What follows belongs to an exercise in optimizing a design on an open flow for small area and a short achievable clock period; a production flow would make more cautious choices. The RTL was checked by simulation tests, not by an equivalence proof against the original design. Power figures rest on the tool's default switching activity, not on a simulated workload.

Setup of build 10:
Design router_extended, start of the top module:
module router_extended (
  input  wire        clk,
  input  wire        rst,
  input  wire        start,
  input  wire [2:0]  cond_sel,
  input  wire [3:0]  opcode,
  input  wire [15:0] op_a,
  input  wire [15:0] op_b,
  output reg         busy,
  output reg         done,
  output reg  [31:0] result
);
  wire f_bin = (opcode <= 4'd2);
  wire f_dec = (opcode >= 4'd3)   && (opcode <= 4'd5);
  wire f_duo = (opcode >= 4'd6) && (opcode <= 4'd8);
  reg [1:0] cls_in;
  always @(*) begin
    case (cond_sel)
      3'd0:    cls_in = f_bin ? 2'd0 : f_dec ? 2'd2 : 2'd1;
      3'd1:    cls_in = f_dec ? 2'd0 : 2'd1;
      3'd2:    cls_in = f_duo ? 2'd0 : f_bin ? 2'd1 : 2'd2;
      3'd4:    cls_in = (f_bin | f_dec) ? 2'd0 : 2'd1;
      default: cls_in = (f_bin | f_dec | f_duo) ? 2'd0 : 2'd2;
    endcase
  end
  reg  [1:0] cls;
  reg  [3:0] cnt;
  reg        idle;
  wire       last  = (cls == 2'd0) ? (cnt == 4'd2) :
                     (cls == 2'd1) ? (cnt == 4'd7) : (cnt == 4'd9);
  wire       load  = idle | ((cls == 2'd1) ? (cnt == 4'd4) : (cnt == 4'd6));
  always @(posedge clk) begin
    cls <= cls_in;
    if (rst) begin
      busy <= 1'b0;
      idle <= 1'b1;
      done <= 1'b0;
      cnt  <= 4'd0;
    end else begin
      done <= ~idle & last;
      if (idle) begin
        busy <= start;
        idle <= ~start;
        cnt  <= 4'd0;
      end else if (last) begin
        busy <= 1'b0;
        idle <= 1'b1;
      end else begin
        cnt <= cnt + 4'd1;
      end
    end
  end
  wire is_add = (opcode == 4'd0) || (opcode == 4'd3) || (opcode == 4'd6);
  wire is_sub = (opcode == 4'd1) || (opcode == 4'd4) || (opcode == 4'd7);
  wire [16:0] h_init = is_add ? {1'b0, op_b} : is_sub ? {1'b1, ~op_b} : 17'd0;
  ...
Size in the first run: ~800 cells after synthesis, ~110 flip-flops, roughly 76 I/O pins, ~6900 sq um of cells after synthesis.
clock: 10.0 ns
lec_check: 0
abc_clock_period_in_ps: 1000
cap_margin: 20
core_margin: 2
core_utilization: 40
cts_buf_list: sky130_fd_sc_hd__clkbuf_4 sky130_fd_sc_hd__clkbuf_8
slew_margin: 20
standard.sh (not shown) runs the stock make flow with config.mk's settings and CLKGATE_MAP_FILE= SYNTH_SCRIPT=/design/flow/synth_recipe.tcl, a recipe that flattens the netlist after the stock synthesis.
==> flow/flow/run.sh <==
#!/bin/bash
# The standard layout, with buf_2 cells as the port buffers and timing
# repair aimed past the 10 ns constraint.
set -euo pipefail
bash standard.sh SETUP_SLACK_MARGIN=5.5 "BUFFER_PORTS_ARGS=-buffer_cell sky130_fd_sc_hd__buf_2" finish > standard.log 2>&1
For build 70, these inputs were changed with respect to build 10:
- ABC_CLOCK_PERIOD_IN_PS now 400, was 1000
==> flow/flow/run.sh <==
#!/bin/bash
# The standard layout, with buf_2 cells as the port buffers and timing
# repair aimed past the 10 ns constraint.
set -euo pipefail
bash standard.sh SETUP_SLACK_MARGIN=6 "BUFFER_PORTS_ARGS=-buffer_cell sky130_fd_sc_hd__buf_2" finish > standard.log 2>&1
[summary]
No stage failed in build 70, and the final checks on the layout all came back clean.
From build 70 to build 10, clock sink count did not move at all.
The power consumption of build 70 and that of build 10 are within noise of each other.
The portion of the clock cycle consumed by the worst path in the final layout number comes out higher for build 10 vs build 70.
Build 70 ends up with a share of final-layout standard cells stronger than drive strength 1 that is 1.3 points higher than in build 10.
Global-route track usage on met2 came out exactly the same in build 10 and build 70.
Core utilization, build 10 and build 70: higher on build 70
Against build 10, cell area in build 70 rose slightly.
#### Input delta (build 39 over build 70)
- swapping 400 for 1000 in ABC_CLOCK_PERIOD_IN_PS
==> flow/flow/run.sh <==
#!/bin/bash
# The standard layout, with buf_2 cells as the port buffers and timing
# repair aimed past the 10 ns constraint.
set -euo pipefail
bash standard.sh SETUP_SLACK_MARGIN=6.5 "BUFFER_PORTS_ARGS=-buffer_cell sky130_fd_sc_hd__buf_2" finish > standard.log 2>&1
==> run summary <==
A top routing layer in use of met4 is what build 39 shows, while met5 belongs to build 70.
Build 70 → build 39: highest attainable clock frequency grew by about 4%; worst setup slack went up by 0.15 ns; total power now larger; critical path depth shows an increase of 1; final cell count increased by 2.7% relative to the old numbers.
Compared build 39 vs build 70, and layout overhead on the synthesized area is up in build 39.
Build 39 against build 70: sequential cell power about even; wire length rose 1.7 mm; non-clock buffer count rose about 37%; cell count after synthesis about even; wire length of the first global-routing pass rose about 0.36%.

the baseline:
Starting RTL as in the previous note.
clock: 10.0 ns
lec_check: 0
cap_margin: 20
core_margin: 2
core_utilization: 40
cts_buf_list: sky130_fd_sc_hd__clkbuf_4 sky130_fd_sc_hd__clkbuf_8
place_density: 0.8
slew_margin: 20
==> flow/flow/run.sh <==
#!/bin/bash
# The standard layout, with buf_2 cells as the port buffers and timing
# repair aimed past the 10 ns constraint.
set -euo pipefail
bash standard.sh SETUP_SLACK_MARGIN=5.8 "BUFFER_PORTS_ARGS=-buffer_cell sky130_fd_sc_hd__buf_2" finish > standard.log 2>&1
Every stage of the flow completed for the baseline, and the final layout passed the timing, design-rule and antenna checks.
## Diff of input files: the candidate against the baseline
==> flow/flow/run.sh <==
#!/bin/bash
# The standard layout, with buf_2 cells as the port buffers and timing
# repair aimed past the 10 ns constraint.
set -euo pipefail
bash standard.sh SETUP_SLACK_MARGIN=6 "BUFFER_PORTS_ARGS=-buffer_cell sky130_fd_sc_hd__buf_2" finish > standard.log 2>&1
Notes after the runs:
Row net switching power: the candidate higher / the baseline lower
Final worst hold slack essentially unchanged between the candidate and the baseline.
Going from the baseline to the candidate, combinational power grows by about 1%.
The candidate has completed all stages; timing, DRC and antenna checks passed.
On length of routed wiring on met1, the candidate and the baseline are neck and neck.
Final critical-path setup slack improves in the candidate relative to the baseline.

run D:
Starting RTL as in the previous note.
==> flow/config.mk <==
export PLATFORM = sky130hd
export DESIGN_NAME = router_extended
export DESIGN_NICKNAME = router_extended
export VERILOG_FILES = /design/flow/design.v
export SDC_FILE = /design/flow/constraint.sdc
export NUM_CORES = 4
export LEC_CHECK = 0
export CAP_MARGIN = 20
export CORE_MARGIN = 2
export CORE_UTILIZATION = 40
export CTS_BUF_LIST = sky130_fd_sc_hd__clkbuf_4 sky130_fd_sc_hd__clkbuf_8
export PLACE_DENSITY = 0.8
export SLEW_MARGIN = 20
==> flow/constraint.sdc <==
create_clock -name core_clock -period 10.0 [get_ports {clk}]
set_input_delay 2.0000 -clock core_clock [delete_from_list [all_inputs] [get_ports {clk}]]
set_output_delay 2.0000 -clock core_clock [all_outputs]
set_load 0.01 [all_outputs]
==> flow/flow/run.sh <==
#!/bin/bash
# The standard layout, with buf_2 cells as the port buffers and timing
# repair aimed past the 10 ns constraint.
set -euo pipefail
bash standard.sh SETUP_SLACK_MARGIN=6.3 "BUFFER_PORTS_ARGS=-buffer_cell sky130_fd_sc_hd__buf_2" finish > standard.log 2>&1
Run D: all stages complete, timing, DRC and antenna checks passed
diff inputs: run D => run K
# run D
export LEC_CHECK = 0
export CAP_MARGIN = 20
export CORE_MARGIN = 2
export CORE_UTILIZATION = 40
export CTS_BUF_LIST = sky130_fd_sc_hd__clkbuf_4 sky130_fd_sc_hd__clkbuf_8
export PLACE_DENSITY = 0.8
export SLEW_MARGIN = 20
create_clock -name core_clock -period 10.0 [get_ports {clk}]
# run K
export LEC_CHECK = 0
export ABC_CLOCK_PERIOD_IN_PS = 1000
export CAP_MARGIN = 20
export CORE_MARGIN = 2
export CORE_UTILIZATION = 40
export CTS_BUF_LIST = sky130_fd_sc_hd__clkbuf_4 sky130_fd_sc_hd__clkbuf_8
export SLEW_MARGIN = 20
create_clock -name core_clock -period 10.0 [get_ports {clk}]
==> flow/flow/run.sh <==
#!/bin/bash
# The standard layout, with buf_2 cells as the port buffers and timing
# repair aimed past the 10 ns constraint.
set -euo pipefail
bash standard.sh SETUP_SLACK_MARGIN=6 "BUFFER_PORTS_ARGS=-buffer_cell sky130_fd_sc_hd__buf_2" finish > standard.log 2>&1
==> run summary <==
On number of global-route vias before repair, run K and run D are basically level.
Compare run K and run D | weighted congestion reported at the end of routability-driven placement lower: run K
Run K vs run D on final clock skew: run K is the lower one.
Run K ended up with dfxtp_1 as its master of the slowest instance on the critical path; run D ended up with fa_1.
Diff run D -> run K: cell count of the worst reg-to-reg path shrank by 1, post-route met1 wirelength picked up an extra 8.9%, switching share of total power higher, critical path depth fell 1.

-- what the ideal ports hide --
How much do the figures lean on ideal ports? The routed layouts below were timed once more, with nothing changed but the port constraints. Step 1: set_driving_cell puts a clkbuf_16 on clk and a buf_2 on each other input, an assumption about the parent block. Step 2, shift: input delay + t, output delay - t, t = (earliest + latest rising clock arrival at the registers) / 2. This alone moves slack from input paths to output paths. Slacks: no drivers / after step 1 / after step 2; pairs: no drivers / after step 1.
run | t (ns) | slack for setup (ns) | worst register clock-pin slew, ns | worst data-port slew with drivers (ns) | cell pins on the clock port's net
build 10 | 0.480 | 5.954 / 5.954 / 5.638 | 0.08 / 0.08 | 0.04 | 1
build 70 | 0.484 | 6.158 / 6.158 / 5.771 | 0.08 / 0.08 | 0.04 | 1
build 39 | 0.481 | 6.311 / 6.311 / 6.082 | 0.08 / 0.08 | 0.06 | 1
the baseline | 0.483 | 6.036 / 6.036 / 5.732 | 0.08 / 0.08 | 0.05 | 1
the candidate | 0.480 | 6.194 / 6.210 / 5.729 | 0.08 / 0.08 | 0.05 | 1
run D | 0.485 | 6.223 / 6.223 / 5.965 | 0.08 / 0.08 | 0.05 | 1
run K | 0.484 | 6.158 / 6.158 / 5.771 | 0.08 / 0.08 | 0.04 | 1
After both steps setup and hold are still met in every run listed. The setup slack of the candidate, which loses most, moves by +0.016 ns with the drivers and by -0.465 ns with both steps.
